This is an optimization exercise on Yosys and OpenROAD, whose aim is small area and a short achievable clock period, not a production implementation. Function was checked by simulation only, so behaviour that the tests miss may differ from the original. Power and IR drop assume default switching activity.

$ cat flow/config.mk
export PLATFORM = sky130hd
export DESIGN_NAME = alu_stage
export DESIGN_NICKNAME = alu_stage
export VERILOG_FILES = /design/flow/design.v
export SDC_FILE = /design/flow/constraint.sdc
export NUM_CORES = 4
export LEC_CHECK = 0
export CAP_MARGIN = 20
export CORE_MARGIN = 2
export CORE_UTILIZATION = 70
export SLEW_MARGIN = 20
$ cat flow/constraint.sdc
create_clock -name core_clock -period 33.0 [get_ports {clk}]
set_input_delay 6.6000 -clock core_clock [delete_from_list [all_inputs] [get_ports {clk}]]
set_output_delay 6.6000 -clock core_clock [all_outputs]
set_load 0.01 [all_outputs]
$ cat flow/design.v
module divrow #(parameter W = 15)
	(input [W-1:0] rs, input [15:0] bx, input cin,
	 output q, output [W-1:0] r);
wire [17:0] t = {{(18-W){1'b0}}, rs} + {2'b01, bx} + {17'd0, cin};
assign q = t[17];
assign r = t[17] ? t[W-1:0] : rs;
endmodule
module mul16(input [15:0] a, input [15:0] b, output [31:0] p);
wire pp_0_0 = a[0] & b[0];
wire pp_0_1 = a[0] & b[1];
wire pp_0_2 = a[0] & b[2];
wire pp_0_3 = a[0] & b[3];
wire pp_0_4 = a[0] & b[4];
wire pp_0_5 = a[0] & b[5];
wire pp_0_6 = a[0] & b[6];
wire pp_0_7 = a[0] & b[7];
wire pp_0_8 = a[0] & b[8];
wire pp_0_9 = a[0] & b[9];
wire pp_0_10 = a[0] & b[10];
wire pp_0_11 = a[0] & b[11];
wire pp_0_12 = a[0] & b[12];
wire pp_0_13 = a[0] & b[13];
wire pp_0_14 = a[0] & b[14];
wire pp_0_15 = ~(a[0] & b[15]);
wire pp_1_0 = a[1] & b[0];
wire pp_1_1 = a[1] & b[1];
wire pp_1_2 = a[1] & b[2];
wire pp_1_3 = a[1] & b[3];
wire pp_1_4 = a[1] & b[4];
wire pp_1_5 = a[1] & b[5];
wire pp_1_6 = a[1] & b[6];
wire pp_1_7 = a[1] & b[7];
wire pp_1_8 = a[1] & b[8];
wire pp_1_9 = a[1] & b[9];
wire pp_1_10 = a[1] & b[10];
wire pp_1_11 = a[1] & b[11];
wire pp_1_12 = a[1] & b[12];
wire pp_1_13 = a[1] & b[13];
wire pp_1_14 = a[1] & b[14];
wire pp_1_15 = ~(a[1] & b[15]);
wire pp_2_0 = a[2] & b[0];
wire pp_2_1 = a[2] & b[1];
wire pp_2_2 = a[2] & b[2];
wire pp_2_3 = a[2] & b[3];
wire pp_2_4 = a[2] & b[4];
wire pp_2_5 = a[2] & b[5];
wire pp_2_6 = a[2] & b[6];
wire pp_2_7 = a[2] & b[7];
wire pp_2_8 = a[2] & b[8];
wire pp_2_9 = a[2] & b[9];
wire pp_2_10 = a[2] & b[10];
wire pp_2_11 = a[2] & b[11];
wire pp_2_12 = a[2] & b[12];
wire pp_2_13 = a[2] & b[13];
wire pp_2_14 = a[2] & b[14];
wire pp_2_15 = ~(a[2] & b[15]);
wire pp_3_0 = a[3] & b[0];
wire pp_3_1 = a[3] & b[1];
wire pp_3_2 = a[3] & b[2];
wire pp_3_3 = a[3] & b[3];
wire pp_3_4 = a[3] & b[4];
wire pp_3_5 = a[3] & b[5];
wire pp_3_6 = a[3] & b[6];
wire pp_3_7 = a[3] & b[7];
wire pp_3_8 = a[3] & b[8];
wire pp_3_9 = a[3] & b[9];
wire pp_3_10 = a[3] & b[10];
wire pp_3_11 = a[3] & b[11];
wire pp_3_12 = a[3] & b[12];
wire pp_3_13 = a[3] & b[13];
wire pp_3_14 = a[3] & b[14];
wire pp_3_15 = ~(a[3] & b[15]);
wire pp_4_0 = a[4] & b[0];
wire pp_4_1 = a[4] & b[1];
wire pp_4_2 = a[4] & b[2];
wire pp_4_3 = a[4] & b[3];
wire pp_4_4 = a[4] & b[4];
wire pp_4_5 = a[4] & b[5];
wire pp_4_6 = a[4] & b[6];
wire pp_4_7 = a[4] & b[7];
wire pp_4_8 = a[4] & b[8];
wire pp_4_9 = a[4] & b[9];
wire pp_4_10 = a[4] & b[10];
wire pp_4_11 = a[4] & b[11];
wire pp_4_12 = a[4] & b[12];
wire pp_4_13 = a[4] & b[13];
wire pp_4_14 = a[4] & b[14];
wire pp_4_15 = ~(a[4] & b[15]);
wire pp_5_0 = a[5] & b[0];
wire pp_5_1 = a[5] & b[1];
wire pp_5_2 = a[5] & b[2];
wire pp_5_3 = a[5] & b[3];
wire pp_5_4 = a[5] & b[4];
wire pp_5_5 = a[5] & b[5];
wire pp_5_6 = a[5] & b[6];
wire pp_5_7 = a[5] & b[7];
wire pp_5_8 = a[5] & b[8];
wire pp_5_9 = a[5] & b[9];
wire pp_5_10 = a[5] & b[10];
wire pp_5_11 = a[5] & b[11];
wire pp_5_12 = a[5] & b[12];
wire pp_5_13 = a[5] & b[13];
wire pp_5_14 = a[5] & b[14];
wire pp_5_15 = ~(a[5] & b[15]);
wire pp_6_0 = a[6] & b[0];
wire pp_6_1 = a[6] & b[1];
wire pp_6_2 = a[6] & b[2];
wire pp_6_3 = a[6] & b[3];
wire pp_6_4 = a[6] & b[4];
wire pp_6_5 = a[6] & b[5];
wire pp_6_6 = a[6] & b[6];
wire pp_6_7 = a[6] & b[7];
wire pp_6_8 = a[6] & b[8];
wire pp_6_9 = a[6] & b[9];
wire pp_6_10 = a[6] & b[10];
wire pp_6_11 = a[6] & b[11];
wire pp_6_12 = a[6] & b[12];
wire pp_6_13 = a[6] & b[13];
wire pp_6_14 = a[6] & b[14];
wire pp_6_15 = ~(a[6] & b[15]);
wire pp_7_0 = a[7] & b[0];
wire pp_7_1 = a[7] & b[1];
wire pp_7_2 = a[7] & b[2];
wire pp_7_3 = a[7] & b[3];
wire pp_7_4 = a[7] & b[4];
wire pp_7_5 = a[7] & b[5];
wire pp_7_6 = a[7] & b[6];
wire pp_7_7 = a[7] & b[7];
wire pp_7_8 = a[7] & b[8];
wire pp_7_9 = a[7] & b[9];
wire pp_7_10 = a[7] & b[10];
wire pp_7_11 = a[7] & b[11];
wire pp_7_12 = a[7] & b[12];
wire pp_7_13 = a[7] & b[13];
wire pp_7_14 = a[7] & b[14];
wire pp_7_15 = ~(a[7] & b[15]);
wire pp_8_0 = a[8] & b[0];
wire pp_8_1 = a[8] & b[1];
wire pp_8_2 = a[8] & b[2];
wire pp_8_3 = a[8] & b[3];
wire pp_8_4 = a[8] & b[4];
wire pp_8_5 = a[8] & b[5];
wire pp_8_6 = a[8] & b[6];
wire pp_8_7 = a[8] & b[7];
wire pp_8_8 = a[8] & b[8];
wire pp_8_9 = a[8] & b[9];
wire pp_8_10 = a[8] & b[10];
wire pp_8_11 = a[8] & b[11];
wire pp_8_12 = a[8] & b[12];
wire pp_8_13 = a[8] & b[13];
wire pp_8_14 = a[8] & b[14];
wire pp_8_15 = ~(a[8] & b[15]);
wire pp_9_0 = a[9] & b[0];
wire pp_9_1 = a[9] & b[1];
wire pp_9_2 = a[9] & b[2];
wire pp_9_3 = a[9] & b[3];
wire pp_9_4 = a[9] & b[4];
wire pp_9_5 = a[9] & b[5];
wire pp_9_6 = a[9] & b[6];
wire pp_9_7 = a[9] & b[7];
wire pp_9_8 = a[9] & b[8];
wire pp_9_9 = a[9] & b[9];
wire pp_9_10 = a[9] & b[10];
wire pp_9_11 = a[9] & b[11];
wire pp_9_12 = a[9] & b[12];
wire pp_9_13 = a[9] & b[13];
wire pp_9_14 = a[9] & b[14];
wire pp_9_15 = ~(a[9] & b[15]);
wire pp_10_0 = a[10] & b[0];
wire pp_10_1 = a[10] & b[1];
wire pp_10_2 = a[10] & b[2];
wire pp_10_3 = a[10] & b[3];
wire pp_10_4 = a[10] & b[4];
wire pp_10_5 = a[10] & b[5];
wire pp_10_6 = a[10] & b[6];
wire pp_10_7 = a[10] & b[7];
wire pp_10_8 = a[10] & b[8];
wire pp_10_9 = a[10] & b[9];
wire pp_10_10 = a[10] & b[10];
wire pp_10_11 = a[10] & b[11];
wire pp_10_12 = a[10] & b[12];
wire pp_10_13 = a[10] & b[13];
wire pp_10_14 = a[10] & b[14];
wire pp_10_15 = ~(a[10] & b[15]);
wire pp_11_0 = a[11] & b[0];
wire pp_11_1 = a[11] & b[1];
wire pp_11_2 = a[11] & b[2];
wire pp_11_3 = a[11] & b[3];
wire pp_11_4 = a[11] & b[4];
wire pp_11_5 = a[11] & b[5];
wire pp_11_6 = a[11] & b[6];
wire pp_11_7 = a[11] & b[7];
wire pp_11_8 = a[11] & b[8];
wire pp_11_9 = a[11] & b[9];
wire pp_11_10 = a[11] & b[10];
wire pp_11_11 = a[11] & b[11];
wire pp_11_12 = a[11] & b[12];
wire pp_11_13 = a[11] & b[13];
wire pp_11_14 = a[11] & b[14];
wire pp_11_15 = ~(a[11] & b[15]);
wire pp_12_0 = a[12] & b[0];
wire pp_12_1 = a[12] & b[1];
wire pp_12_2 = a[12] & b[2];
wire pp_12_3 = a[12] & b[3];
wire pp_12_4 = a[12] & b[4];
wire pp_12_5 = a[12] & b[5];
wire pp_12_6 = a[12] & b[6];
wire pp_12_7 = a[12] & b[7];
wire pp_12_8 = a[12] & b[8];
wire pp_12_9 = a[12] & b[9];
wire pp_12_10 = a[12] & b[10];
wire pp_12_11 = a[12] & b[11];
wire pp_12_12 = a[12] & b[12];
wire pp_12_13 = a[12] & b[13];
wire pp_12_14 = a[12] & b[14];
wire pp_12_15 = ~(a[12] & b[15]);
wire pp_13_0 = a[13] & b[0];
wire pp_13_1 = a[13] & b[1];
wire pp_13_2 = a[13] & b[2];
wire pp_13_3 = a[13] & b[3];
wire pp_13_4 = a[13] & b[4];
wire pp_13_5 = a[13] & b[5];
wire pp_13_6 = a[13] & b[6];
wire pp_13_7 = a[13] & b[7];
wire pp_13_8 = a[13] & b[8];
wire pp_13_9 = a[13] & b[9];
wire pp_13_10 = a[13] & b[10];
wire pp_13_11 = a[13] & b[11];
wire pp_13_12 = a[13] & b[12];
wire pp_13_13 = a[13] & b[13];
wire pp_13_14 = a[13] & b[14];
wire pp_13_15 = ~(a[13] & b[15]);
wire pp_14_0 = a[14] & b[0];
wire pp_14_1 = a[14] & b[1];
wire pp_14_2 = a[14] & b[2];
wire pp_14_3 = a[14] & b[3];
wire pp_14_4 = a[14] & b[4];
wire pp_14_5 = a[14] & b[5];
wire pp_14_6 = a[14] & b[6];
wire pp_14_7 = a[14] & b[7];
wire pp_14_8 = a[14] & b[8];
wire pp_14_9 = a[14] & b[9];
wire pp_14_10 = a[14] & b[10];
wire pp_14_11 = a[14] & b[11];
wire pp_14_12 = a[14] & b[12];
wire pp_14_13 = a[14] & b[13];
wire pp_14_14 = a[14] & b[14];
wire pp_14_15 = ~(a[14] & b[15]);
wire pp_15_0 = ~(a[15] & b[0]);
wire pp_15_1 = ~(a[15] & b[1]);
wire pp_15_2 = ~(a[15] & b[2]);
wire pp_15_3 = ~(a[15] & b[3]);
wire pp_15_4 = ~(a[15] & b[4]);
wire pp_15_5 = ~(a[15] & b[5]);
wire pp_15_6 = ~(a[15] & b[6]);
wire pp_15_7 = ~(a[15] & b[7]);
wire pp_15_8 = ~(a[15] & b[8]);
wire pp_15_9 = ~(a[15] & b[9]);
wire pp_15_10 = ~(a[15] & b[10]);
wire pp_15_11 = ~(a[15] & b[11]);
wire pp_15_12 = ~(a[15] & b[12]);
wire pp_15_13 = ~(a[15] & b[13]);
wire pp_15_14 = ~(a[15] & b[14]);
wire pp_15_15 = a[15] & b[15];
wire hs0 = pp_0_13 ^ pp_1_12;
wire hc0 = pp_0_13 & pp_1_12;
wire fs1 = pp_0_14 ^ pp_1_13 ^ pp_2_12;
wire fc1 = (pp_0_14 & pp_1_13) | (pp_2_12 & (pp_0_14 ^ pp_1_13));
wire hs2 = pp_3_11 ^ pp_4_10;
wire hc2 = pp_3_11 & pp_4_10;
wire fs3 = pp_0_15 ^ pp_1_14 ^ pp_2_13;
wire fc3 = (pp_0_15 & pp_1_14) | (pp_2_13 & (pp_0_15 ^ pp_1_14));
wire fs4 = pp_3_12 ^ pp_4_11 ^ pp_5_10;
wire fc4 = (pp_3_12 & pp_4_11) | (pp_5_10 & (pp_3_12 ^ pp_4_11));
wire hs5 = pp_6_9 ^ pp_7_8;
wire hc5 = pp_6_9 & pp_7_8;
wire fs6 = pp_1_15 ^ pp_2_14 ^ pp_3_13;
wire fc6 = (pp_1_15 & pp_2_14) | (pp_3_13 & (pp_1_15 ^ pp_2_14));
wire fs7 = pp_4_12 ^ pp_5_11 ^ pp_6_10;
wire fc7 = (pp_4_12 & pp_5_11) | (pp_6_10 & (pp_4_12 ^ pp_5_11));
wire fs8 = pp_7_9 ^ pp_8_8 ^ pp_9_7;
wire fc8 = (pp_7_9 & pp_8_8) | (pp_9_7 & (pp_7_9 ^ pp_8_8));
wire fs9 = pp_2_15 ^ pp_3_14 ^ pp_4_13;
wire fc9 = (pp_2_15 & pp_3_14) | (pp_4_13 & (pp_2_15 ^ pp_3_14));
wire fs10 = pp_5_12 ^ pp_6_11 ^ pp_7_10;
wire fc10 = (pp_5_12 & pp_6_11) | (pp_7_10 & (pp_5_12 ^ pp_6_11));
wire fs11 = pp_3_15 ^ pp_4_14 ^ pp_5_13;
wire fc11 = (pp_3_15 & pp_4_14) | (pp_5_13 & (pp_3_15 ^ pp_4_14));
wire hs12 = pp_0_9 ^ pp_1_8;
wire hc12 = pp_0_9 & pp_1_8;
wire fs13 = pp_0_10 ^ pp_1_9 ^ pp_2_8;
wire fc13 = (pp_0_10 & pp_1_9) | (pp_2_8 & (pp_0_10 ^ pp_1_9));
wire hs14 = pp_3_7 ^ pp_4_6;
wire hc14 = pp_3_7 & pp_4_6;
wire fs15 = pp_0_11 ^ pp_1_10 ^ pp_2_9;
wire fc15 = (pp_0_11 & pp_1_10) | (pp_2_9 & (pp_0_11 ^ pp_1_10));
wire fs16 = pp_3_8 ^ pp_4_7 ^ pp_5_6;
wire fc16 = (pp_3_8 & pp_4_7) | (pp_5_6 & (pp_3_8 ^ pp_4_7));
wire hs17 = pp_6_5 ^ pp_7_4;
wire hc17 = pp_6_5 & pp_7_4;
wire fs18 = pp_0_12 ^ pp_1_11 ^ pp_2_10;
wire fc18 = (pp_0_12 & pp_1_11) | (pp_2_10 & (pp_0_12 ^ pp_1_11));
wire fs19 = pp_3_9 ^ pp_4_8 ^ pp_5_7;
wire fc19 = (pp_3_9 & pp_4_8) | (pp_5_7 & (pp_3_9 ^ pp_4_8));
wire fs20 = pp_6_6 ^ pp_7_5 ^ pp_8_4;
wire fc20 = (pp_6_6 & pp_7_5) | (pp_8_4 & (pp_6_6 ^ pp_7_5));
wire hs21 = pp_9_3 ^ pp_10_2;
wire hc21 = pp_9_3 & pp_10_2;
wire fs22 = hs0 ^ pp_2_11 ^ pp_3_10;
wire fc22 = (hs0 & pp_2_11) | (pp_3_10 & (hs0 ^ pp_2_11));
wire fs23 = pp_4_9 ^ pp_5_8 ^ pp_6_7;
wire fc23 = (pp_4_9 & pp_5_8) | (pp_6_7 & (pp_4_9 ^ pp_5_8));
wire fs24 = pp_7_6 ^ pp_8_5 ^ pp_9_4;
wire fc24 = (pp_7_6 & pp_8_5) | (pp_9_4 & (pp_7_6 ^ pp_8_5));
wire fs25 = pp_10_3 ^ pp_11_2 ^ pp_12_1;
wire fc25 = (pp_10_3 & pp_11_2) | (pp_12_1 & (pp_10_3 ^ pp_11_2));
wire fs26 = hc0 ^ fs1 ^ hs2;
wire fc26 = (hc0 & fs1) | (hs2 & (hc0 ^ fs1));
wire fs27 = pp_5_9 ^ pp_6_8 ^ pp_7_7;
wire fc27 = (pp_5_9 & pp_6_8) | (pp_7_7 & (pp_5_9 ^ pp_6_8));
wire fs28 = pp_8_6 ^ pp_9_5 ^ pp_10_4;
wire fc28 = (pp_8_6 & pp_9_5) | (pp_10_4 & (pp_8_6 ^ pp_9_5));
wire fs29 = pp_11_3 ^ pp_12_2 ^ pp_13_1;
wire fc29 = (pp_11_3 & pp_12_2) | (pp_13_1 & (pp_11_3 ^ pp_12_2));
wire fs30 = fc1 ^ hc2 ^ fs3;
wire fc30 = (fc1 & hc2) | (fs3 & (fc1 ^ hc2));
wire fs31 = fs4 ^ hs5 ^ pp_8_7;
wire fc31 = (fs4 & hs5) | (pp_8_7 & (fs4 ^ hs5));
wire fs32 = pp_9_6 ^ pp_10_5 ^ pp_11_4;
wire fc32 = (pp_9_6 & pp_10_5) | (pp_11_4 & (pp_9_6 ^ pp_10_5));
wire fs33 = pp_12_3 ^ pp_13_2 ^ pp_14_1;
wire fc33 = (pp_12_3 & pp_13_2) | (pp_14_1 & (pp_12_3 ^ pp_13_2));
wire fs34 = fc3 ^ fc4 ^ hc5;
wire fc34 = (fc3 & fc4) | (hc5 & (fc3 ^ fc4));
wire fs35 = fs6 ^ fs7 ^ fs8;
wire fc35 = (fs6 & fs7) | (fs8 & (fs6 ^ fs7));
wire fs36 = pp_10_6 ^ pp_11_5 ^ pp_12_4;
wire fc36 = (pp_10_6 & pp_11_5) | (pp_12_4 & (pp_10_6 ^ pp_11_5));
wire fs37 = pp_13_3 ^ pp_14_2 ^ pp_15_1;
wire fc37 = (pp_13_3 & pp_14_2) | (pp_15_1 & (pp_13_3 ^ pp_14_2));
wire fs38 = fc6 ^ fc7 ^ fc8;
wire fc38 = (fc6 & fc7) | (fc8 & (fc6 ^ fc7));
wire fs39 = fs9 ^ fs10 ^ pp_8_9;
wire fc39 = (fs9 & fs10) | (pp_8_9 & (fs9 ^ fs10));
wire fs40 = pp_9_8 ^ pp_10_7 ^ pp_11_6;
wire fc40 = (pp_9_8 & pp_10_7) | (pp_11_6 & (pp_9_8 ^ pp_10_7));
wire fs41 = pp_12_5 ^ pp_13_4 ^ pp_14_3;
wire fc41 = (pp_12_5 & pp_13_4) | (pp_14_3 & (pp_12_5 ^ pp_13_4));
wire fs42 = fc9 ^ fc10 ^ fs11;
wire fc42 = (fc9 & fc10) | (fs11 & (fc9 ^ fc10));
wire fs43 = pp_6_12 ^ pp_7_11 ^ pp_8_10;
wire fc43 = (pp_6_12 & pp_7_11) | (pp_8_10 & (pp_6_12 ^ pp_7_11));
wire fs44 = pp_9_9 ^ pp_10_8 ^ pp_11_7;
wire fc44 = (pp_9_9 & pp_10_8) | (pp_11_7 & (pp_9_9 ^ pp_10_8));
wire fs45 = pp_12_6 ^ pp_13_5 ^ pp_14_4;
wire fc45 = (pp_12_6 & pp_13_5) | (pp_14_4 & (pp_12_6 ^ pp_13_5));
wire fs46 = fc11 ^ pp_4_15 ^ pp_5_14;
wire fc46 = (fc11 & pp_4_15) | (pp_5_14 & (fc11 ^ pp_4_15));
wire fs47 = pp_6_13 ^ pp_7_12 ^ pp_8_11;
wire fc47 = (pp_6_13 & pp_7_12) | (pp_8_11 & (pp_6_13 ^ pp_7_12));
wire fs48 = pp_9_10 ^ pp_10_9 ^ pp_11_8;
wire fc48 = (pp_9_10 & pp_10_9) | (pp_11_8 & (pp_9_10 ^ pp_10_9));
wire fs49 = pp_12_7 ^ pp_13_6 ^ pp_14_5;
wire fc49 = (pp_12_7 & pp_13_6) | (pp_14_5 & (pp_12_7 ^ pp_13_6));
wire fs50 = pp_5_15 ^ pp_6_14 ^ pp_7_13;
wire fc50 = (pp_5_15 & pp_6_14) | (pp_7_13 & (pp_5_15 ^ pp_6_14));
wire fs51 = pp_8_12 ^ pp_9_11 ^ pp_10_10;
wire fc51 = (pp_8_12 & pp_9_11) | (pp_10_10 & (pp_8_12 ^ pp_9_11));
wire fs52 = pp_11_9 ^ pp_12_8 ^ pp_13_7;
wire fc52 = (pp_11_9 & pp_12_8) | (pp_13_7 & (pp_11_9 ^ pp_12_8));
wire fs53 = pp_6_15 ^ pp_7_14 ^ pp_8_13;
wire fc53 = (pp_6_15 & pp_7_14) | (pp_8_13 & (pp_6_15 ^ pp_7_14));
wire fs54 = pp_9_12 ^ pp_10_11 ^ pp_11_10;
wire fc54 = (pp_9_12 & pp_10_11) | (pp_11_10 & (pp_9_12 ^ pp_10_11));
wire fs55 = pp_7_15 ^ pp_8_14 ^ pp_9_13;
wire fc55 = (pp_7_15 & pp_8_14) | (pp_9_13 & (pp_7_15 ^ pp_8_14));
wire hs56 = pp_0_6 ^ pp_1_5;
wire hc56 = pp_0_6 & pp_1_5;
wire fs57 = pp_0_7 ^ pp_1_6 ^ pp_2_5;
wire fc57 = (pp_0_7 & pp_1_6) | (pp_2_5 & (pp_0_7 ^ pp_1_6));
wire hs58 = pp_3_4 ^ pp_4_3;
wire hc58 = pp_3_4 & pp_4_3;
wire fs59 = pp_0_8 ^ pp_1_7 ^ pp_2_6;
wire fc59 = (pp_0_8 & pp_1_7) | (pp_2_6 & (pp_0_8 ^ pp_1_7));
wire fs60 = pp_3_5 ^ pp_4_4 ^ pp_5_3;
wire fc60 = (pp_3_5 & pp_4_4) | (pp_5_3 & (pp_3_5 ^ pp_4_4));
wire hs61 = pp_6_2 ^ pp_7_1;
wire hc61 = pp_6_2 & pp_7_1;
wire fs62 = hs12 ^ pp_2_7 ^ pp_3_6;
wire fc62 = (hs12 & pp_2_7) | (pp_3_6 & (hs12 ^ pp_2_7));
wire fs63 = pp_4_5 ^ pp_5_4 ^ pp_6_3;
wire fc63 = (pp_4_5 & pp_5_4) | (pp_6_3 & (pp_4_5 ^ pp_5_4));
wire fs64 = pp_7_2 ^ pp_8_1 ^ pp_9_0;
wire fc64 = (pp_7_2 & pp_8_1) | (pp_9_0 & (pp_7_2 ^ pp_8_1));
wire fs65 = hc12 ^ fs13 ^ hs14;
wire fc65 = (hc12 & fs13) | (hs14 & (hc12 ^ fs13));
wire fs66 = pp_5_5 ^ pp_6_4 ^ pp_7_3;
wire fc66 = (pp_5_5 & pp_6_4) | (pp_7_3 & (pp_5_5 ^ pp_6_4));
wire fs67 = pp_8_2 ^ pp_9_1 ^ pp_10_0;
wire fc67 = (pp_8_2 & pp_9_1) | (pp_10_0 & (pp_8_2 ^ pp_9_1));
wire fs68 = fc13 ^ hc14 ^ fs15;
wire fc68 = (fc13 & hc14) | (fs15 & (fc13 ^ hc14));
wire fs69 = fs16 ^ hs17 ^ pp_8_3;
wire fc69 = (fs16 & hs17) | (pp_8_3 & (fs16 ^ hs17));
wire fs70 = pp_9_2 ^ pp_10_1 ^ pp_11_0;
wire fc70 = (pp_9_2 & pp_10_1) | (pp_11_0 & (pp_9_2 ^ pp_10_1));
wire fs71 = fc15 ^ fc16 ^ hc17;
wire fc71 = (fc15 & fc16) | (hc17 & (fc15 ^ fc16));
wire fs72 = fs18 ^ fs19 ^ fs20;
wire fc72 = (fs18 & fs19) | (fs20 & (fs18 ^ fs19));
wire fs73 = hs21 ^ pp_11_1 ^ pp_12_0;
wire fc73 = (hs21 & pp_11_1) | (pp_12_0 & (hs21 ^ pp_11_1));
wire fs74 = fc18 ^ fc19 ^ fc20;
wire fc74 = (fc18 & fc19) | (fc20 & (fc18 ^ fc19));
wire fs75 = hc21 ^ fs22 ^ fs23;
wire fc75 = (hc21 & fs22) | (fs23 & (hc21 ^ fs22));
wire fs76 = fs24 ^ fs25 ^ pp_13_0;
wire fc76 = (fs24 & fs25) | (pp_13_0 & (fs24 ^ fs25));
wire fs77 = fc22 ^ fc23 ^ fc24;
wire fc77 = (fc22 & fc23) | (fc24 & (fc22 ^ fc23));
wire fs78 = fc25 ^ fs26 ^ fs27;
wire fc78 = (fc25 & fs26) | (fs27 & (fc25 ^ fs26));
wire fs79 = fs28 ^ fs29 ^ pp_14_0;
wire fc79 = (fs28 & fs29) | (pp_14_0 & (fs28 ^ fs29));
wire fs80 = fc26 ^ fc27 ^ fc28;
wire fc80 = (fc26 & fc27) | (fc28 & (fc26 ^ fc27));
wire fs81 = fc29 ^ fs30 ^ fs31;
wire fc81 = (fc29 & fs30) | (fs31 & (fc29 ^ fs30));
wire fs82 = fs32 ^ fs33 ^ pp_15_0;
wire fc82 = (fs32 & fs33) | (pp_15_0 & (fs32 ^ fs33));
wire fs83 = fc30 ^ fc31 ^ fc32;
wire fc83 = (fc30 & fc31) | (fc32 & (fc30 ^ fc31));
wire fs84 = fc33 ^ fs34 ^ fs35;
wire fc84 = (fc33 & fs34) | (fs35 & (fc33 ^ fs34));
wire fs85 = fs36 ^ fs37 ^ 1'b1;
wire fc85 = (fs36 & fs37) | (1'b1 & (fs36 ^ fs37));
wire fs86 = fc34 ^ fc35 ^ fc36;
wire fc86 = (fc34 & fc35) | (fc36 & (fc34 ^ fc35));
wire fs87 = fc37 ^ fs38 ^ fs39;
wire fc87 = (fc37 & fs38) | (fs39 & (fc37 ^ fs38));
wire fs88 = fs40 ^ fs41 ^ pp_15_2;
wire fc88 = (fs40 & fs41) | (pp_15_2 & (fs40 ^ fs41));
wire fs89 = fc38 ^ fc39 ^ fc40;
wire fc89 = (fc38 & fc39) | (fc40 & (fc38 ^ fc39));
wire fs90 = fc41 ^ fs42 ^ fs43;
wire fc90 = (fc41 & fs42) | (fs43 & (fc41 ^ fs42));
wire fs91 = fs44 ^ fs45 ^ pp_15_3;
wire fc91 = (fs44 & fs45) | (pp_15_3 & (fs44 ^ fs45));
wire fs92 = fc42 ^ fc43 ^ fc44;
wire fc92 = (fc42 & fc43) | (fc44 & (fc42 ^ fc43));
wire fs93 = fc45 ^ fs46 ^ fs47;
wire fc93 = (fc45 & fs46) | (fs47 & (fc45 ^ fs46));
wire fs94 = fs48 ^ fs49 ^ pp_15_4;
wire fc94 = (fs48 & fs49) | (pp_15_4 & (fs48 ^ fs49));
wire fs95 = fc46 ^ fc47 ^ fc48;
wire fc95 = (fc46 & fc47) | (fc48 & (fc46 ^ fc47));
wire fs96 = fc49 ^ fs50 ^ fs51;
wire fc96 = (fc49 & fs50) | (fs51 & (fc49 ^ fs50));
wire fs97 = fs52 ^ pp_14_6 ^ pp_15_5;
wire fc97 = (fs52 & pp_14_6) | (pp_15_5 & (fs52 ^ pp_14_6));
wire fs98 = fc50 ^ fc51 ^ fc52;
wire fc98 = (fc50 & fc51) | (fc52 & (fc50 ^ fc51));
wire fs99 = fs53 ^ fs54 ^ pp_12_9;
wire fc99 = (fs53 & fs54) | (pp_12_9 & (fs53 ^ fs54));
wire fs100 = pp_13_8 ^ pp_14_7 ^ pp_15_6;
wire fc100 = (pp_13_8 & pp_14_7) | (pp_15_6 & (pp_13_8 ^ pp_14_7));
wire fs101 = fc53 ^ fc54 ^ fs55;
wire fc101 = (fc53 & fc54) | (fs55 & (fc53 ^ fc54));
wire fs102 = pp_10_12 ^ pp_11_11 ^ pp_12_10;
wire fc102 = (pp_10_12 & pp_11_11) | (pp_12_10 & (pp_10_12 ^ pp_11_11));
wire fs103 = pp_13_9 ^ pp_14_8 ^ pp_15_7;
wire fc103 = (pp_13_9 & pp_14_8) | (pp_15_7 & (pp_13_9 ^ pp_14_8));
wire fs104 = fc55 ^ pp_8_15 ^ pp_9_14;
wire fc104 = (fc55 & pp_8_15) | (pp_9_14 & (fc55 ^ pp_8_15));
wire fs105 = pp_10_13 ^ pp_11_12 ^ pp_12_11;
wire fc105 = (pp_10_13 & pp_11_12) | (pp_12_11 & (pp_10_13 ^ pp_11_12));
wire fs106 = pp_13_10 ^ pp_14_9 ^ pp_15_8;
wire fc106 = (pp_13_10 & pp_14_9) | (pp_15_8 & (pp_13_10 ^ pp_14_9));
wire fs107 = pp_9_15 ^ pp_10_14 ^ pp_11_13;
wire fc107 = (pp_9_15 & pp_10_14) | (pp_11_13 & (pp_9_15 ^ pp_10_14));
wire fs108 = pp_12_12 ^ pp_13_11 ^ pp_14_10;
wire fc108 = (pp_12_12 & pp_13_11) | (pp_14_10 & (pp_12_12 ^ pp_13_11));
wire fs109 = pp_10_15 ^ pp_11_14 ^ pp_12_13;
wire fc109 = (pp_10_15 & pp_11_14) | (pp_12_13 & (pp_10_15 ^ pp_11_14));
wire hs110 = pp_0_4 ^ pp_1_3;
wire hc110 = pp_0_4 & pp_1_3;
wire fs111 = pp_0_5 ^ pp_1_4 ^ pp_2_3;
wire fc111 = (pp_0_5 & pp_1_4) | (pp_2_3 & (pp_0_5 ^ pp_1_4));
wire hs112 = pp_3_2 ^ pp_4_1;
wire hc112 = pp_3_2 & pp_4_1;
wire fs113 = hs56 ^ pp_2_4 ^ pp_3_3;
wire fc113 = (hs56 & pp_2_4) | (pp_3_3 & (hs56 ^ pp_2_4));
wire fs114 = pp_4_2 ^ pp_5_1 ^ pp_6_0;
wire fc114 = (pp_4_2 & pp_5_1) | (pp_6_0 & (pp_4_2 ^ pp_5_1));
wire fs115 = hc56 ^ fs57 ^ hs58;
wire fc115 = (hc56 & fs57) | (hs58 & (hc56 ^ fs57));
wire fs116 = pp_5_2 ^ pp_6_1 ^ pp_7_0;
wire fc116 = (pp_5_2 & pp_6_1) | (pp_7_0 & (pp_5_2 ^ pp_6_1));
wire fs117 = fc57 ^ hc58 ^ fs59;
wire fc117 = (fc57 & hc58) | (fs59 & (fc57 ^ hc58));
wire fs118 = fs60 ^ hs61 ^ pp_8_0;
wire fc118 = (fs60 & hs61) | (pp_8_0 & (fs60 ^ hs61));
wire fs119 = fc59 ^ fc60 ^ hc61;
wire fc119 = (fc59 & fc60) | (hc61 & (fc59 ^ fc60));
wire fs120 = fs62 ^ fs63 ^ fs64;
wire fc120 = (fs62 & fs63) | (fs64 & (fs62 ^ fs63));
wire fs121 = fc62 ^ fc63 ^ fc64;
wire fc121 = (fc62 & fc63) | (fc64 & (fc62 ^ fc63));
wire fs122 = fs65 ^ fs66 ^ fs67;
wire fc122 = (fs65 & fs66) | (fs67 & (fs65 ^ fs66));
wire fs123 = fc65 ^ fc66 ^ fc67;
wire fc123 = (fc65 & fc66) | (fc67 & (fc65 ^ fc66));
wire fs124 = fs68 ^ fs69 ^ fs70;
wire fc124 = (fs68 & fs69) | (fs70 & (fs68 ^ fs69));
wire fs125 = fc68 ^ fc69 ^ fc70;
wire fc125 = (fc68 & fc69) | (fc70 & (fc68 ^ fc69));
wire fs126 = fs71 ^ fs72 ^ fs73;
wire fc126 = (fs71 & fs72) | (fs73 & (fs71 ^ fs72));
wire fs127 = fc71 ^ fc72 ^ fc73;
wire fc127 = (fc71 & fc72) | (fc73 & (fc71 ^ fc72));
wire fs128 = fs74 ^ fs75 ^ fs76;
wire fc128 = (fs74 & fs75) | (fs76 & (fs74 ^ fs75));
wire fs129 = fc74 ^ fc75 ^ fc76;
wire fc129 = (fc74 & fc75) | (fc76 & (fc74 ^ fc75));
wire fs130 = fs77 ^ fs78 ^ fs79;
wire fc130 = (fs77 & fs78) | (fs79 & (fs77 ^ fs78));
wire fs131 = fc77 ^ fc78 ^ fc79;
wire fc131 = (fc77 & fc78) | (fc79 & (fc77 ^ fc78));
wire fs132 = fs80 ^ fs81 ^ fs82;
wire fc132 = (fs80 & fs81) | (fs82 & (fs80 ^ fs81));
wire fs133 = fc80 ^ fc81 ^ fc82;
wire fc133 = (fc80 & fc81) | (fc82 & (fc80 ^ fc81));
wire fs134 = fs83 ^ fs84 ^ fs85;
wire fc134 = (fs83 & fs84) | (fs85 & (fs83 ^ fs84));
wire fs135 = fc83 ^ fc84 ^ fc85;
wire fc135 = (fc83 & fc84) | (fc85 & (fc83 ^ fc84));
wire fs136 = fs86 ^ fs87 ^ fs88;
wire fc136 = (fs86 & fs87) | (fs88 & (fs86 ^ fs87));
wire fs137 = fc86 ^ fc87 ^ fc88;
wire fc137 = (fc86 & fc87) | (fc88 & (fc86 ^ fc87));
wire fs138 = fs89 ^ fs90 ^ fs91;
wire fc138 = (fs89 & fs90) | (fs91 & (fs89 ^ fs90));
wire fs139 = fc89 ^ fc90 ^ fc91;
wire fc139 = (fc89 & fc90) | (fc91 & (fc89 ^ fc90));
wire fs140 = fs92 ^ fs93 ^ fs94;
wire fc140 = (fs92 & fs93) | (fs94 & (fs92 ^ fs93));
wire fs141 = fc92 ^ fc93 ^ fc94;
wire fc141 = (fc92 & fc93) | (fc94 & (fc92 ^ fc93));
wire fs142 = fs95 ^ fs96 ^ fs97;
wire fc142 = (fs95 & fs96) | (fs97 & (fs95 ^ fs96));
wire fs143 = fc95 ^ fc96 ^ fc97;
wire fc143 = (fc95 & fc96) | (fc97 & (fc95 ^ fc96));
wire fs144 = fs98 ^ fs99 ^ fs100;
wire fc144 = (fs98 & fs99) | (fs100 & (fs98 ^ fs99));
wire fs145 = fc98 ^ fc99 ^ fc100;
wire fc145 = (fc98 & fc99) | (fc100 & (fc98 ^ fc99));
wire fs146 = fs101 ^ fs102 ^ fs103;
wire fc146 = (fs101 & fs102) | (fs103 & (fs101 ^ fs102));
wire fs147 = fc101 ^ fc102 ^ fc103;
wire fc147 = (fc101 & fc102) | (fc103 & (fc101 ^ fc102));
wire fs148 = fs104 ^ fs105 ^ fs106;
wire fc148 = (fs104 & fs105) | (fs106 & (fs104 ^ fs105));
wire fs149 = fc104 ^ fc105 ^ fc106;
wire fc149 = (fc104 & fc105) | (fc106 & (fc104 ^ fc105));
wire fs150 = fs107 ^ fs108 ^ pp_15_9;
wire fc150 = (fs107 & fs108) | (pp_15_9 & (fs107 ^ fs108));
wire fs151 = fc107 ^ fc108 ^ fs109;
wire fc151 = (fc107 & fc108) | (fs109 & (fc107 ^ fc108));
wire fs152 = pp_13_12 ^ pp_14_11 ^ pp_15_10;
wire fc152 = (pp_13_12 & pp_14_11) | (pp_15_10 & (pp_13_12 ^ pp_14_11));
wire fs153 = fc109 ^ pp_11_15 ^ pp_12_14;
wire fc153 = (fc109 & pp_11_15) | (pp_12_14 & (fc109 ^ pp_11_15));
wire fs154 = pp_13_13 ^ pp_14_12 ^ pp_15_11;
wire fc154 = (pp_13_13 & pp_14_12) | (pp_15_11 & (pp_13_13 ^ pp_14_12));
wire fs155 = pp_12_15 ^ pp_13_14 ^ pp_14_13;
wire fc155 = (pp_12_15 & pp_13_14) | (pp_14_13 & (pp_12_15 ^ pp_13_14));
wire hs156 = pp_0_3 ^ pp_1_2;
wire hc156 = pp_0_3 & pp_1_2;
wire fs157 = hs110 ^ pp_2_2 ^ pp_3_1;
wire fc157 = (hs110 & pp_2_2) | (pp_3_1 & (hs110 ^ pp_2_2));
wire fs158 = hc110 ^ fs111 ^ hs112;
wire fc158 = (hc110 & fs111) | (hs112 & (hc110 ^ fs111));
wire fs159 = fc111 ^ hc112 ^ fs113;
wire fc159 = (fc111 & hc112) | (fs113 & (fc111 ^ hc112));
wire fs160 = fc113 ^ fc114 ^ fs115;
wire fc160 = (fc113 & fc114) | (fs115 & (fc113 ^ fc114));
wire fs161 = fc115 ^ fc116 ^ fs117;
wire fc161 = (fc115 & fc116) | (fs117 & (fc115 ^ fc116));
wire fs162 = fc117 ^ fc118 ^ fs119;
wire fc162 = (fc117 & fc118) | (fs119 & (fc117 ^ fc118));
wire fs163 = fc119 ^ fc120 ^ fs121;
wire fc163 = (fc119 & fc120) | (fs121 & (fc119 ^ fc120));
wire fs164 = fc121 ^ fc122 ^ fs123;
wire fc164 = (fc121 & fc122) | (fs123 & (fc121 ^ fc122));
wire fs165 = fc123 ^ fc124 ^ fs125;
wire fc165 = (fc123 & fc124) | (fs125 & (fc123 ^ fc124));
wire fs166 = fc125 ^ fc126 ^ fs127;
wire fc166 = (fc125 & fc126) | (fs127 & (fc125 ^ fc126));
wire fs167 = fc127 ^ fc128 ^ fs129;
wire fc167 = (fc127 & fc128) | (fs129 & (fc127 ^ fc128));
wire fs168 = fc129 ^ fc130 ^ fs131;
wire fc168 = (fc129 & fc130) | (fs131 & (fc129 ^ fc130));
wire fs169 = fc131 ^ fc132 ^ fs133;
wire fc169 = (fc131 & fc132) | (fs133 & (fc131 ^ fc132));
wire fs170 = fc133 ^ fc134 ^ fs135;
wire fc170 = (fc133 & fc134) | (fs135 & (fc133 ^ fc134));
wire fs171 = fc135 ^ fc136 ^ fs137;
wire fc171 = (fc135 & fc136) | (fs137 & (fc135 ^ fc136));
wire fs172 = fc137 ^ fc138 ^ fs139;
wire fc172 = (fc137 & fc138) | (fs139 & (fc137 ^ fc138));
wire fs173 = fc139 ^ fc140 ^ fs141;
wire fc173 = (fc139 & fc140) | (fs141 & (fc139 ^ fc140));
wire fs174 = fc141 ^ fc142 ^ fs143;
wire fc174 = (fc141 & fc142) | (fs143 & (fc141 ^ fc142));
wire fs175 = fc143 ^ fc144 ^ fs145;
wire fc175 = (fc143 & fc144) | (fs145 & (fc143 ^ fc144));
wire fs176 = fc145 ^ fc146 ^ fs147;
wire fc176 = (fc145 & fc146) | (fs147 & (fc145 ^ fc146));
wire fs177 = fc147 ^ fc148 ^ fs149;
wire fc177 = (fc147 & fc148) | (fs149 & (fc147 ^ fc148));
wire fs178 = fc149 ^ fc150 ^ fs151;
wire fc178 = (fc149 & fc150) | (fs151 & (fc149 ^ fc150));
wire fs179 = fc151 ^ fc152 ^ fs153;
wire fc179 = (fc151 & fc152) | (fs153 & (fc151 ^ fc152));
wire fs180 = fc153 ^ fc154 ^ fs155;
wire fc180 = (fc153 & fc154) | (fs155 & (fc153 ^ fc154));
wire fs181 = fc155 ^ pp_13_15 ^ pp_14_14;
wire fc181 = (fc155 & pp_13_15) | (pp_14_14 & (fc155 ^ pp_13_15));
wire hs182 = pp_0_2 ^ pp_1_1;
wire hc182 = pp_0_2 & pp_1_1;
wire fs183 = hs156 ^ pp_2_1 ^ pp_3_0;
wire fc183 = (hs156 & pp_2_1) | (pp_3_0 & (hs156 ^ pp_2_1));
wire fs184 = hc156 ^ fs157 ^ pp_4_0;
wire fc184 = (hc156 & fs157) | (pp_4_0 & (hc156 ^ fs157));
wire fs185 = fc157 ^ fs158 ^ pp_5_0;
wire fc185 = (fc157 & fs158) | (pp_5_0 & (fc157 ^ fs158));
wire fs186 = fc158 ^ fs159 ^ fs114;
wire fc186 = (fc158 & fs159) | (fs114 & (fc158 ^ fs159));
wire fs187 = fc159 ^ fs160 ^ fs116;
wire fc187 = (fc159 & fs160) | (fs116 & (fc159 ^ fs160));
wire fs188 = fc160 ^ fs161 ^ fs118;
wire fc188 = (fc160 & fs161) | (fs118 & (fc160 ^ fs161));
wire fs189 = fc161 ^ fs162 ^ fs120;
wire fc189 = (fc161 & fs162) | (fs120 & (fc161 ^ fs162));
wire fs190 = fc162 ^ fs163 ^ fs122;
wire fc190 = (fc162 & fs163) | (fs122 & (fc162 ^ fs163));
wire fs191 = fc163 ^ fs164 ^ fs124;
wire fc191 = (fc163 & fs164) | (fs124 & (fc163 ^ fs164));
wire fs192 = fc164 ^ fs165 ^ fs126;
wire fc192 = (fc164 & fs165) | (fs126 & (fc164 ^ fs165));
wire fs193 = fc165 ^ fs166 ^ fs128;
wire fc193 = (fc165 & fs166) | (fs128 & (fc165 ^ fs166));
wire fs194 = fc166 ^ fs167 ^ fs130;
wire fc194 = (fc166 & fs167) | (fs130 & (fc166 ^ fs167));
wire fs195 = fc167 ^ fs168 ^ fs132;
wire fc195 = (fc167 & fs168) | (fs132 & (fc167 ^ fs168));
wire fs196 = fc168 ^ fs169 ^ fs134;
wire fc196 = (fc168 & fs169) | (fs134 & (fc168 ^ fs169));
wire fs197 = fc169 ^ fs170 ^ fs136;
wire fc197 = (fc169 & fs170) | (fs136 & (fc169 ^ fs170));
wire fs198 = fc170 ^ fs171 ^ fs138;
wire fc198 = (fc170 & fs171) | (fs138 & (fc170 ^ fs171));
wire fs199 = fc171 ^ fs172 ^ fs140;
wire fc199 = (fc171 & fs172) | (fs140 & (fc171 ^ fs172));
wire fs200 = fc172 ^ fs173 ^ fs142;
wire fc200 = (fc172 & fs173) | (fs142 & (fc172 ^ fs173));
wire fs201 = fc173 ^ fs174 ^ fs144;
wire fc201 = (fc173 & fs174) | (fs144 & (fc173 ^ fs174));
wire fs202 = fc174 ^ fs175 ^ fs146;
wire fc202 = (fc174 & fs175) | (fs146 & (fc174 ^ fs175));
wire fs203 = fc175 ^ fs176 ^ fs148;
wire fc203 = (fc175 & fs176) | (fs148 & (fc175 ^ fs176));
wire fs204 = fc176 ^ fs177 ^ fs150;
wire fc204 = (fc176 & fs177) | (fs150 & (fc176 ^ fs177));
wire fs205 = fc177 ^ fs178 ^ fs152;
wire fc205 = (fc177 & fs178) | (fs152 & (fc177 ^ fs178));
wire fs206 = fc178 ^ fs179 ^ fs154;
wire fc206 = (fc178 & fs179) | (fs154 & (fc178 ^ fs179));
wire fs207 = fc179 ^ fs180 ^ pp_15_12;
wire fc207 = (fc179 & fs180) | (pp_15_12 & (fc179 ^ fs180));
wire fs208 = fc180 ^ fs181 ^ pp_15_13;
wire fc208 = (fc180 & fs181) | (pp_15_13 & (fc180 ^ fs181));
wire fs209 = fc181 ^ pp_14_15 ^ pp_15_14;
wire fc209 = (fc181 & pp_14_15) | (pp_15_14 & (fc181 ^ pp_14_15));
wire [31:0] x = {1'b1, fc209, fc208, fc207, fc206, fc205, fc204, fc203, fc202, fc201, fc200, fc199, fc198, fc197, fc196, fc195, fc194, fc193, fc192, fc191, fc190, fc189, fc188, fc187, fc186, fc185, fc184, fc183, hc182, hs182, pp_0_1, pp_0_0};
wire [31:0] y = {1'b0, pp_15_15, fs209, fs208, fs207, fs206, fs205, fs204, fs203, fs202, fs201, fs200, fs199, fs198, fs197, fs196, fs195, fs194, fs193, fs192, fs191, fs190, fs189, fs188, fs187, fs186, fs185, fs184, fs183, pp_2_0, pp_1_0, 1'b0};
assign p = x + y;
endmodule
module alu_stage(input clk, input [15:0] a, b, input [3:0] funct,
				output [15:0] out, output [15:0] r15);
localparam J = 6;
localparam K = 13;
wire is_div = (funct == 4'b0101);
wire is_mul = (funct == 4'b0100);
wire is_add = (funct == 4'b0000);
wire is_sub = (funct == 4'b0001);
wire sa = a[15], sb = b[15];
wire [14:0] A = a[14:0] ^ {15{sa}};
wire [15:0] bx = sb ? b : ~b;
wire cin = ~sb;
wire bz = (b == 16'd0);
wire [15:0] sum = a + (is_sub ? ~b : b) + {15'd0, is_sub};
wire [14:0] r1 [0:J];
wire [14:0] q1;
assign r1[0] = 15'd0;
genvar j;
generate for (j = 1; j <= J; j = j + 1) begin : s1row
	wire [j-1:0] rr;
	wire [j-1:0] rs;
	if (j == 1) begin : first
		assign rs = A[14];
	end else begin : next
		assign rs = {r1[j-1][(j>1?j-2:0):0], A[15-j]};
	end
	divrow #(.W(j)) u(.rs(rs), .bx(bx), .cin(cin), .q(q1[15-j]), .r(rr));
	assign r1[j] = {{(15-j){1'b0}}, rr};
end endgenerate
reg [15:0] x1_q, y1_q;
reg [J-1:0] ra_q;
reg div1_q, mul1_q, sa1_q, cin1_q;
always @(posedge clk) begin
	x1_q   <= is_div ? {bz, q1[14:15-J], A[14-J:0]} :
	          is_mul ? a : ((is_add | is_sub) ? sum : 16'd0);
	y1_q   <= is_div ? bx : (is_mul ? b : 16'd0);
	ra_q   <= r1[J][J-1:0];
	div1_q <= is_div;
	mul1_q <= is_mul;
	sa1_q  <= sa;
	cin1_q <= cin;
end
wire [31:0] prod;
mul16 u_mul(.a(x1_q), .b(y1_q), .p(prod));
wire [14:0] r2 [J:K];
wire [14:0] q2;
assign r2[J] = {{(15-J){1'b0}}, ra_q};
generate for (j = J + 1; j <= K; j = j + 1) begin : s2row
	wire [j-1:0] rr;
	divrow #(.W(j)) u(.rs({r2[j-1][j-2:0], x1_q[15-j]}), .bx(y1_q), .cin(cin1_q), .q(q2[15-j]), .r(rr));
	assign r2[j] = {{(15-j){1'b0}}, rr};
end endgenerate
reg [15:0] x2_q, y2_q;
reg [14:0] rb_q;
reg div2_q, sa2_q, cin2_q;
always @(posedge clk) begin
	x2_q   <= div1_q ? {x1_q[15:15-J], q2[14-J:15-K], x1_q[14-K:0]} :
	          (mul1_q ? prod[15:0] : x1_q);
	y2_q   <= mul1_q ? prod[31:16] : y1_q;
	rb_q   <= r2[K][14:0];
	div2_q <= div1_q;
	sa2_q  <= sa1_q;
	cin2_q <= cin1_q;
end
wire [14:0] r3 [K:15];
wire [14:0] q3;
assign r3[K] = rb_q;
generate for (j = K + 1; j <= 15; j = j + 1) begin : s3row
	wire [j-1:0] rr;
	divrow #(.W(j)) u(.rs({r3[j-1][j-2:0], x2_q[15-j]}), .bx(y2_q), .cin(cin2_q), .q(q3[15-j]), .r(rr));
	assign r3[j] = {{(15-j){1'b0}}, rr};
end endgenerate
wire [15:0] qf = {x2_q[15:15-K], q3[14-K:0]};
wire [15:0] rf = {1'b0, r3[15]};
wire eq = &(rf ^ y2_q ^ {rf[14:0] & y2_q[14:0], cin2_q});
wire c  = sa2_q & eq;
wire nq = (sa2_q ^ ~cin2_q) & ~qf[15];
wire [15:0] qo = (qf ^ {16{nq}}) + {15'd0, c ^ nq};
wire [15:0] ro = (rf ^ {16{sa2_q}}) & {16{~c}};
assign out = div2_q ? qo : x2_q;
assign r15 = div2_q ? ro : y2_q;
endmodule
$ cat flow/flow/run.sh
#!/bin/bash
# Standard layout, with the setup repair asked to over-fix so the critical
# paths get sized for speed (the clock period and constraints are unchanged).
bash standard.sh SETUP_SLACK_MARGIN=19 finish > standard.log 2>&1
$ cat flow/standard.sh
#!/bin/bash
# synth_recipe.tcl (not shown) runs the flow's synth.tcl, then flattens the netlist and writes it again
# the make line also repeats each setting of config.mk as NAME=value (left out here)
make -C /OpenROAD-flow-scripts/flow DESIGN_CONFIG=/design/flow/config.mk WORK_HOME=/design/flow/orfs CLKGATE_MAP_FILE= SYNTH_SCRIPT=/design/flow/synth_recipe.tcl "${@:-finish}"
==> reports/metrics.cfg, run 1 <==
[final_layout]
fillers = 1868
final_common_cell = nand2_1
nets = 2816
final_cell_mix = nand2_1, inv_1, fa_1
layout-drive-gt1-share_pct = 13.1
antenna_cells = 0
syn_to_final_growth_pct = 11.9

[cts]
path_clk_slew_ns = 0.06
worstSkewPairLatency_ns = 0.36
cts_hold_buffers = 0
clockRootBuffer = clkbuf_16
numClockSinks = 90
cts_tree = yes
clock_path_buffers = 2
cts-buffers-inserted = 9
htree_levels = 3

[floorplanning]
start_util_pct = 70.9
die_w_um = 169
die_y_um = 169
core-area_um2 = 26700
die-area_um2 = 28400
rows = 60
ios = 69

[synthesis]
synth_fa_ha_area_share_pct = 35.6
yosys_warnings = 1
synthesis.nets = 2742
synth_compound_area_share_pct = 16.3
synthArstFlopShare_pct = 0
synth_top_family_by_area = adder cells
synthCells = 2297
yosysSeqAreaShare_pct = 9.51
yosys.area_share.xor_xnor_pct = 9.15
synth_cell_type_count = 80
avgSynthCellArea_um2 = 8.25
synth.area.mux_share_pct = 4.52
synth_edf_count = 0
synth_seq_cells = 90
synthSimpleGateAreaFrac_pct = 18.6
synth_area_um2 = 18900
ys.flop_type = dfxtp_1

[grt]
grt_antenna_before_repair = 0
overflow = 0
grt_pass1_vias = 17300
grt_pass1_wl_mm = 87.3
grt_max_degree = 44
track_usage_pct = 38.8

[power_and_ir_drop]
ir_worst_vdd_uv = 28.1
p_leak_nw = 9.80
power_density_nw_per_um2 = 25.8

[setup_path]
startpoint_type = input pin
cp_slowest_cell = clkdlybuf4s50_1
critPathTopFamily = compound AO/OA/AOI/OAI gates
cpPeakStageDelay_ns = 0.59
required_ns = 33.24
cp_max_fo = 7
end_kind = register
cp_common_cell = ha_1
cp_num_buf_inv = 3
critPathKind = input pin to register
cp.arrival_ns = 14.06

[sta]
finClkSkew_ns = 0.0108
fin_hold_ws_ns = 0.397
tns_ns = 0
max_freq_ghz = 0.0724
finalCritPeriodShare_pct = 41.9
hold_violations = 0
worst_slew_pin_slew_ns = 0.921
report.final.slew_viol_count = 0
period_needed_ns = 13.82
slew-limit-headroom_pct = 38.5
setup_viol = 0
rsz0062_at_grt = no

[route]
post-route-drc-count = 0
wl_per_cell_um = 20.3
routed_wl_mm = 55.0
final_antenna_net_count = 0
vias = 17400
drt_iter0_markers = 1656
via_per_inst = 6.39
first_pass_iters = 6

[job]
maxCapViolations = 0

[status]
status = finished clean

[min_path]
hp-class = register to register

[place]
io_buffers = 68
gp_congestion = 0.960
post-dp-hpwl_mm = 40.6

cell usage after synthesis, types with 9 or more instances:
library cell	n	share of area, %
a21boi_0	10	0.40
o211ai_1	10	0.40
mux2i_1	14	0.74
nor2b_1	37	1.2
nand2_1	230	4.6
nand2b_1	20	0.66
ha_1	189	12
clkbuf_1	82	1.6
or2_2	9	0.30
nor2_1	180	3.6
o21ai_0	102	2.7
dfxtp_1	90	9.5
mux2_2	61	3.6
o21a_1	30	1.2
xor2_1	61	2.8
and3_1	14	0.46
a31oi_1	14	0.46
a21oi_1	138	3.6
or3_1	11	0.36
inv_1	221	4.4
nand4_1	11	0.36
fa_1	219	23
a211oi_1	22	0.87
xnor2_1	137	6.3
and2_1	127	4.2
o21bai_1	11	0.44
nand3_1	27	0.71
a21o_1	46	1.8
nor3_1	40	1.1
area by class of cell:
class	instances	area (um^2)	area share, %
clock inverter	6	71.3	0.336
tap	341	427	2.01
clock buffer	10	239	1.13
multi-input combinational	1895	16500	77.9
timing repair buffer	153	1280	6.04
sequential	90	1820	8.58
inverter	222	841	3.97
through the flow:
stage / total power, mW / util [%] / cell area [um^2] / setup slack [ns] / cells
3_5_place_dp: 0.418 / 74.5 / 19900 / 16.46 / 2641
2_1_floorplan: 0.343 / - / 19000 / 19.01 / 2297
3_3_place_gp: 0.410 / 74.5 / 19900 / 17.36 / 2641
5_1_grt: 0.583 / 79.3 / 21200 / 18.85 / 2717
6_report: 0.546 / 79.3 / 21200 / 19.18 / 2717
4_1_cts: 0.529 / 77.2 / 20600 / 18.97 / 2683
layer usage:
metal	global-route usage [%]	vias to the layer above	routed length [um]
li1	-	7886	-
met1	49.8	8332	21900
met5	0	-	0
met4	18.6	0	2990
met2	64.3	921	25400
met3	6.50	232	4690
sequential cells by signal, indices dropped and copies added, names as in the netlist:
signal	cells
cin1_q	1
cin2_q	1
div1_q	1
div2_q	1
mul1_q	1
r3	13
ra_q	6
sa1_q	1
sa2_q	1
x1_q	16
x2_q	16
y1_q	16
y2_q	16
report_power, final:
part / internal, mW / leakage [nW] / switching, mW
sequential: 0.117 / 0.745 / 0.0171
combinational: 0.137 / 8.91 / 0.168
clock: 0.0614 / 0.146 / 0.0455
total: 0.315 / 9.80 / 0.231
cells by family (layout without fill, tap and decap cells):
family,Yosys count,count (layout)
AND/OR/NAND/NOR,734,734
adder cells (fa/ha/maj),408,408
buffers and inverters,313,391
XOR/XNOR,198,198
multiplexers,77,77
flip-flops,90,90
AO/OA/AOI/OAI,477,478
timing repair:
action / 4_1_cts / 5_1_grt
gates resized for setup: 91 / 106
buffers inserted: 23 / 34
pin swaps: 20 / 40
endpoints found under the hold margin: 0 / 0
gates cloned: 3 / 0
setup endpoints to repair: 53 / 44
path summary, 6_finish.rpt:
kind	slack, ns	from	endpoint	depth (start not counted)
hold reg to reg	0.40	cin1_q$_DFF_P_	cin2_q$_DFF_P_	0
hold / removal	0.40	cin1_q$_DFF_P_	cin2_q$_DFF_P_	0
setup reg to reg	19.68	y1_q[5]$_DFF_P_	r3[13][2]$_DFF_P_	58
setup / recovery	19.18	b[5]	ra_q[1]$_DFF_P_	36
worst register-to-register path, delay by kind of cell, from the launching register on:
family / cells / cell delay (ns)
AOI/OAI and AO/OA: 30 / 6.58
adders and majority gates: 7 / 2.30
and+or+nand+nor: 10 / 1.61
muxes: 4 / 1.47
buffers and inverters: 7 / 0.94
DFF: 1 / 0.30
==> run 2: changes to the inputs <==
--- a/flow/config.mk
+++ b/flow/config.mk
@@ -9,3 +9,3 @@
 export CORE_MARGIN = 2
-export CORE_UTILIZATION = 70
+export CORE_UTILIZATION = 75
 export SLEW_MARGIN = 20
==> run 2 against run 1 <==
Against the previous run: power increased by 0.73%; clock skew barely moved; sequential power about the same; via count grew 1.8%; wire length increased by 4.0%; design area down 0.15%; fmax shrank 0.10%.
==> reports/metrics.cfg, run 2 <==
[status]
status = finished clean  ; unchanged

[route]
first_pass_iters = 6  ; unchanged
post-route-drc-count = 0  ; unchanged
routed_wl_mm = 57.2  ; was 55.0 mm
via_per_inst = 6.55  ; was 6.39
wl_per_cell_um = 21.2  ; was 20.3 um
vias = 17700  ; was 17,400
drt_iter0_markers = 1835  ; was 1,656
final_antenna_net_count = 0  ; unchanged

[synthesis]
synthTopCellsByCount = nand2_1, inv_1, fa_1  ; unchanged
synthCells = 2297  ; unchanged
yosysMostFrequentCell = nand2_1  ; unchanged
synth_top_cell_area_share_pct = 23.1  ; unchanged
yosys_warnings = 1  ; unchanged
synthArstFlopShare_pct = 0  ; unchanged
synth_top_cells_by_area = fa_1, ha_1, dfxtp_1  ; unchanged
avgSynthCellArea_um2 = 8.25  ; unchanged
synth_edf_count = 0  ; unchanged
ys.flop_type = dfxtp_1  ; unchanged
synth_top_cell_by_area = fa_1  ; unchanged
synth_area_um2 = 18900  ; unchanged
synthesis.nets = 2742  ; unchanged
yosysSeqAreaShare_pct = 9.51  ; unchanged
synth_seq_cells = 90  ; unchanged
synth_cell_type_count = 80  ; unchanged

[min_path]
hp-class = register to register  ; unchanged

[cts]
htree_levels = 3  ; unchanged
cts-buffers-inserted = 9  ; unchanged
cts_tree = yes  ; unchanged
numClockSinks = 90  ; unchanged
worstSkewPairLatency_ns = 0.37  ; was 0.36 ns
path_clk_slew_ns = 0.07  ; was 0.06 ns
clockRootBuffer = clkbuf_16  ; unchanged
clock_path_buffers = 2  ; unchanged

[grt]
grt_pass1_vias = 17600  ; was 17,300
track_usage_pct = 42.1  ; was 38.8%
overflow = 0  ; unchanged
grt_antenna_before_repair = 1  ; was 0
grt_max_degree = 44  ; unchanged
grt_pass1_wl_mm = 87.6  ; was 87.3 mm

[setup_path]
cp_max_fo = 8  ; was 7
cpPeakStageDelay_ns = 0.52  ; was 0.59 ns
critPathKind = register to primary output  ; was input pin to register
cp.arrival_ns = 7.23  ; was 14.06 ns
startpoint_type = register  ; was input pin
cp_slowest_cell = or4_1  ; was clkdlybuf4s50_1
required_ns = 26.40  ; was 33.24 ns
end_kind = primary output  ; was register
cp_common_cell = buf_4  ; was ha_1

[power_and_ir_drop]
power_density_nw_per_um2 = 26.0  ; was 25.8 nW/um^2
ir_worst_vdd_uv = 29.9  ; was 28.1 uV
p_leak_nw = 9.78  ; was 9.80 nW

[final_layout]
final_core_util_pct = 84.8  ; was 79.3%
fin_cells = 2701  ; was 2,717
final_cell_area_um2 = 21200  ; about the same
syn_to_final_growth_pct = 11.8  ; was 11.9%
final_cell_mix = nand2_1, fa_1, inv_1  ; was nand2_1, inv_1, fa_1
nets = 2811  ; was 2,816
final_common_cell = nand2_1  ; unchanged
layout-drive-gt1-share_pct = 13.0  ; was 13.1%
antenna_cells = 0  ; unchanged

[floorplanning]
rows = 58  ; was 60
start_util_pct = 75.9  ; was 70.9%
core-area_um2 = 25000  ; was 26,700 um^2
die_y_um = 163  ; was 169 um
die_w_um = 163  ; was 169 um
die-area_um2 = 26500  ; was 28,400 um^2
ios = 69  ; unchanged

[sta]
report.final.slew_viol_count = 0  ; unchanged
worst_slew_pin_slew_ns = 0.944  ; was 0.921 ns
setup_viol = 0  ; unchanged
max_freq_ghz = 0.0723  ; was 0.0724 GHz
slew-limit-headroom_pct = 37.0  ; was 38.5%
finalCritPeriodShare_pct = 41.9  ; about the same
finClkSkew_ns = 0.0104  ; was 0.0108 ns
hold_violations = 0  ; unchanged
tns_ns = 0  ; unchanged
period_needed_ns = 13.83  ; was 13.82 ns
rsz0062_at_grt = yes  ; was no

[place]
dpl.cell_count = 2630  ; was 2,641
place_area_um2 = 19900  ; about the same
io_buffers = 68  ; unchanged
post-dp-hpwl_mm = 40.4  ; was 40.6 mm
gp_congestion = 0.969  ; was 0.960

[job]
maxCapViolations = 0  ; unchanged

==> run 2: worst paths after layout <==
path | start | endpoint | slack, ns | cells after the start
max | x2_q[1]$_DFF_P_ | out[9] | 19.17 | 30
min | cin1_q$_DFF_P_ | cin2_q$_DFF_P_ | 0.40 | 0
max reg2reg | y1_q[12]$_DFF_P_ | r3[13][9]$_DFF_P_ | 19.58 | 53
min reg2reg | cin1_q$_DFF_P_ | cin2_q$_DFF_P_ | 0.40 | 0
==> run 2: layout make-up <==
class / instances / area [um^2]
Clock buffer: 10 / 239
Clock inverter: 6 / 57.6
Fill cell: 1506 / 3790
Inverter: 222 / 845
Multi-Input combinational cell: 1897 / 16600
Sequential cell: 90 / 1830
Tap cell: 330 / 413
Timing Repair Buffer: 146 / 1220
==> run 2: repair_timing <==
item                       4_1_cts  5_1_grt
setup endpoints to repair       53       53
cloned                           3        2
pin swaps                       20       41
gates resized for setup         92      122
hold buffers                     0        0
buffers inserted                20       30
==> run 2: logic make-up after synthesis <==
group / count (synthesis) / synth area share, %
mux: 77 / 4.52
fa+ha+maj: 408 / 35.6
simple gates: 734 / 18.6
compound gates: 477 / 16.3
flops: 90 / 9.51
xor+xnor: 198 / 9.15
buf+inv: 313 / 6.29
==> run 2: worst max-delay path, delay by kind of cell (launching register included) <==
family | cells | cell delay, ns
XOR/XNOR | 2 | 0.43
AND/OR/NAND/NOR | 7 | 1.46
flip-flops | 1 | 0.36
AO/OA/AOI/OAI | 8 | 1.41
adder cells (fa/ha/maj) | 3 | 1.15
buffers and inverters | 7 | 1.21
multiplexers | 3 | 0.88
==> run 2: layer usage <==
layer,GRT usage [%],up-vias,routed length (um)
met3,8.76,300,5880
met2,69.8,1025,26500
li1,-,7883,-
met1,51.4,8481,21200
met4,23.0,2,3640
met5,0,-,13
==> run 2: report_power, final <==
part | internal [mW] | switching, mW | total, mW
sequential | 0.117 | 0.0182 | 0.135
combinational | 0.138 | 0.172 | 0.310
clock | 0.0550 | 0.0498 | 0.105
total | 0.310 | 0.240 | 0.550
==> run 2: per-stage QoR <==
stage               hold slack [ns]  worst slack [ns]  total power [mW]
floorplan                     0.310             19.01             0.343
global placement              0.388             17.44             0.407
detailed placement            0.373             16.61             0.418
CTS                           0.396             18.91             0.526
global route                  0.393             18.83             0.582
finish                        0.403             19.17             0.550
==> run 3: changes to the inputs <==
==> flow/flow/run.sh (replaced) <==
#!/bin/bash
# Standard layout, with the setup repair asked to over-fix so the critical
# paths get sized for speed (the clock period and constraints are unchanged).
bash standard.sh SETUP_SLACK_MARGIN=18.5 finish > standard.log 2>&1
==> run 3 against run 2 <==
Against the previous run: global-route usage down 0.098 points; area after synthesis unchanged; final cell count down 1.0%; via count down 1.6%; largest power group unchanged; critical path depth up 1; largest cell class unchanged.
==> reports/metrics.cfg, run 3 <==
[status]
status = finished clean  ; unchanged

[power_and_ir_drop]
internal_power_mw = 0.341  ; was 0.310 mW
p_sw_share_pct = 40.3  ; was 43.7%
p_leak_nw = 9.82  ; was 9.78 nW
p_clk_share_pct = 23.9  ; was 19.1%
combPwrFrac_pct = 52.4  ; was 56.3%
p_sw_mw = 0.230  ; was 0.240 mW
p_seq_share_pct = 23.7  ; was 24.6%

[cts]
cts_tree = yes  ; unchanged
numClockSinks = 90  ; unchanged
clockRootBuffer = clkbuf_16  ; unchanged
cts_hold_buffers = 0  ; unchanged
cts-buffers-inserted = 9  ; unchanged

[setup_path]
cp.arrival_ns = 7.73  ; was 7.23 ns
worst-path-stages = 31  ; was 30
cpPeakStageDelay_ns = 0.55  ; was 0.52 ns
rrSetupSlack_ns = 19.34  ; was 19.58 ns
startpoint_type = register  ; unchanged
cp_num_buf_inv = 6  ; was 7

[floorplanning]
start_util_pct = 75.9  ; unchanged
die_y_um = 163  ; unchanged

[synthesis]
yosysMostFrequentCell = nand2_1  ; unchanged
synth_top_cell_area_share_pct = 23.1  ; unchanged
ys.flop_type = dfxtp_1  ; unchanged
synthesis.nets = 2742  ; unchanged
synth_area_um2 = 18900  ; unchanged
synth_top_cells_by_area = fa_1, ha_1, dfxtp_1  ; unchanged
synth_cell_type_count = 80  ; unchanged
synthCells = 2297  ; unchanged

[place]
dpl.cell_count = 2629  ; was 2,630
post-dp-hpwl_mm = 40.0  ; was 40.4 mm

[final_layout]
final_common_cell = nand2_1  ; unchanged
layout-drive-gt1-share_pct = 9.60  ; was 13.0%
nets = 2783  ; was 2,811
fin_cells = 2673  ; was 2,701

[route]
via_per_inst = 6.51  ; was 6.55
wl_per_cell_um = 20.7  ; was 21.2 um
drt_iter0_markers = 1574  ; was 1,835
routed_wl_mm = 55.3  ; was 57.2 mm

[sta]
hold_violations = 0  ; unchanged
tns_ns = 0  ; unchanged
slew-limit-headroom_pct = 35.3  ; was 37.0%
rsz0062_at_grt = no  ; was yes
period_needed_ns = 14.33  ; was 13.83 ns
report.final.slew_viol_count = 0  ; unchanged
setup_viol = 0  ; unchanged

[min_path]
hold_depth = 0  ; unchanged
min-delay-start = cin1_q$_DFF_P_  ; unchanged
min_to = cin2_q$_DFF_P_  ; unchanged

==> run 3: cell counts after synthesis <==
No cell type changed its count.
==> run 3: logic make-up after synthesis <==
family,count (synthesis),synth area share [%]
AO/OA/AOI/OAI,477,16.3
XOR/XNOR,198,9.15
adder cells (fa/ha/maj),408,35.6
buffers and inverters,313,6.29
flip-flops,90,9.51
multiplexers,77,4.52
AND/OR/NAND/NOR,734,18.6
==> run 3: area by class of cell <==
type                            instances  area [um^2]
Timing Repair Buffer                  120         1130
Clock inverter                          7          173
Clock buffer                            9          225
Tap cell                              330          413
Multi-Input combinational cell       1895        16300
Inverter                              222          845
Sequential cell                        90         1820
Fill cell                            1530         4060
==> run 3: repair_timing <==
action	4_1_cts	5_1_grt
endpoints found under the setup margin	51	36
resized for setup	60	71
pin swaps	9	19
hold endpoints to repair	0	0
gates cloned	3	0
buffers inserted	10	15
==> run 3: worst max-delay path by stage <==
stage                               start                 end  slack (ns)
final                      cin2_q$_DFF_P_              out[9]       18.67
after global routing       cin2_q$_DFF_P_              out[9]       18.27
after CTS                  cin2_q$_DFF_P_             out[14]       18.50
after detailed placement  y1_q[0]$_DFF_P_  r3[13][12]$_DFF_P_       16.36
after global placement    y1_q[0]$_DFF_P_  r3[13][12]$_DFF_P_       17.03
after floorplan                     b[15]     ra_q[1]$_DFF_P_       18.73
==> run 3: metal layers <==
layer	routed length, um	vias up
met5	0	-
met4	3550	0
met3	5080	327
met2	25700	1017
met1	20900	8246
li1	-	7814
==> run 3: power by group through the flow <==
stage	registers, mW	logic, mW	clock network (mW)
floorplan	0.126	0.216	0
global placement	0.135	0.270	0
detailed placement	0.135	0.280	0
CTS	0.133	0.287	0.137
global route	0.135	0.327	0.141
finish	0.135	0.299	0.137
==> run 3: through the flow <==
step	power, mW	hold WS, ns	cell area, um^2	worst slack (ns)	util, %
6_report	0.570	0.425	20900	18.67	83.7
4_1_cts	0.557	0.410	20600	18.50	82.4
5_1_grt	0.603	0.405	20900	18.27	83.7
2_1_floorplan	0.342	0.310	18900	18.73	-
3_5_place_dp	0.416	0.382	19900	16.36	79.6
3_3_place_gp	0.406	0.378	19900	17.03	79.6

Check on run 3: ideal ports give 18.673 ns setup slack; a clkbuf_16 on the clock port and buf_2 on the inputs give 18.621 ns; moving port delays by the midpoint clock arrival (0.407 ns) as well gives 18.468 ns.
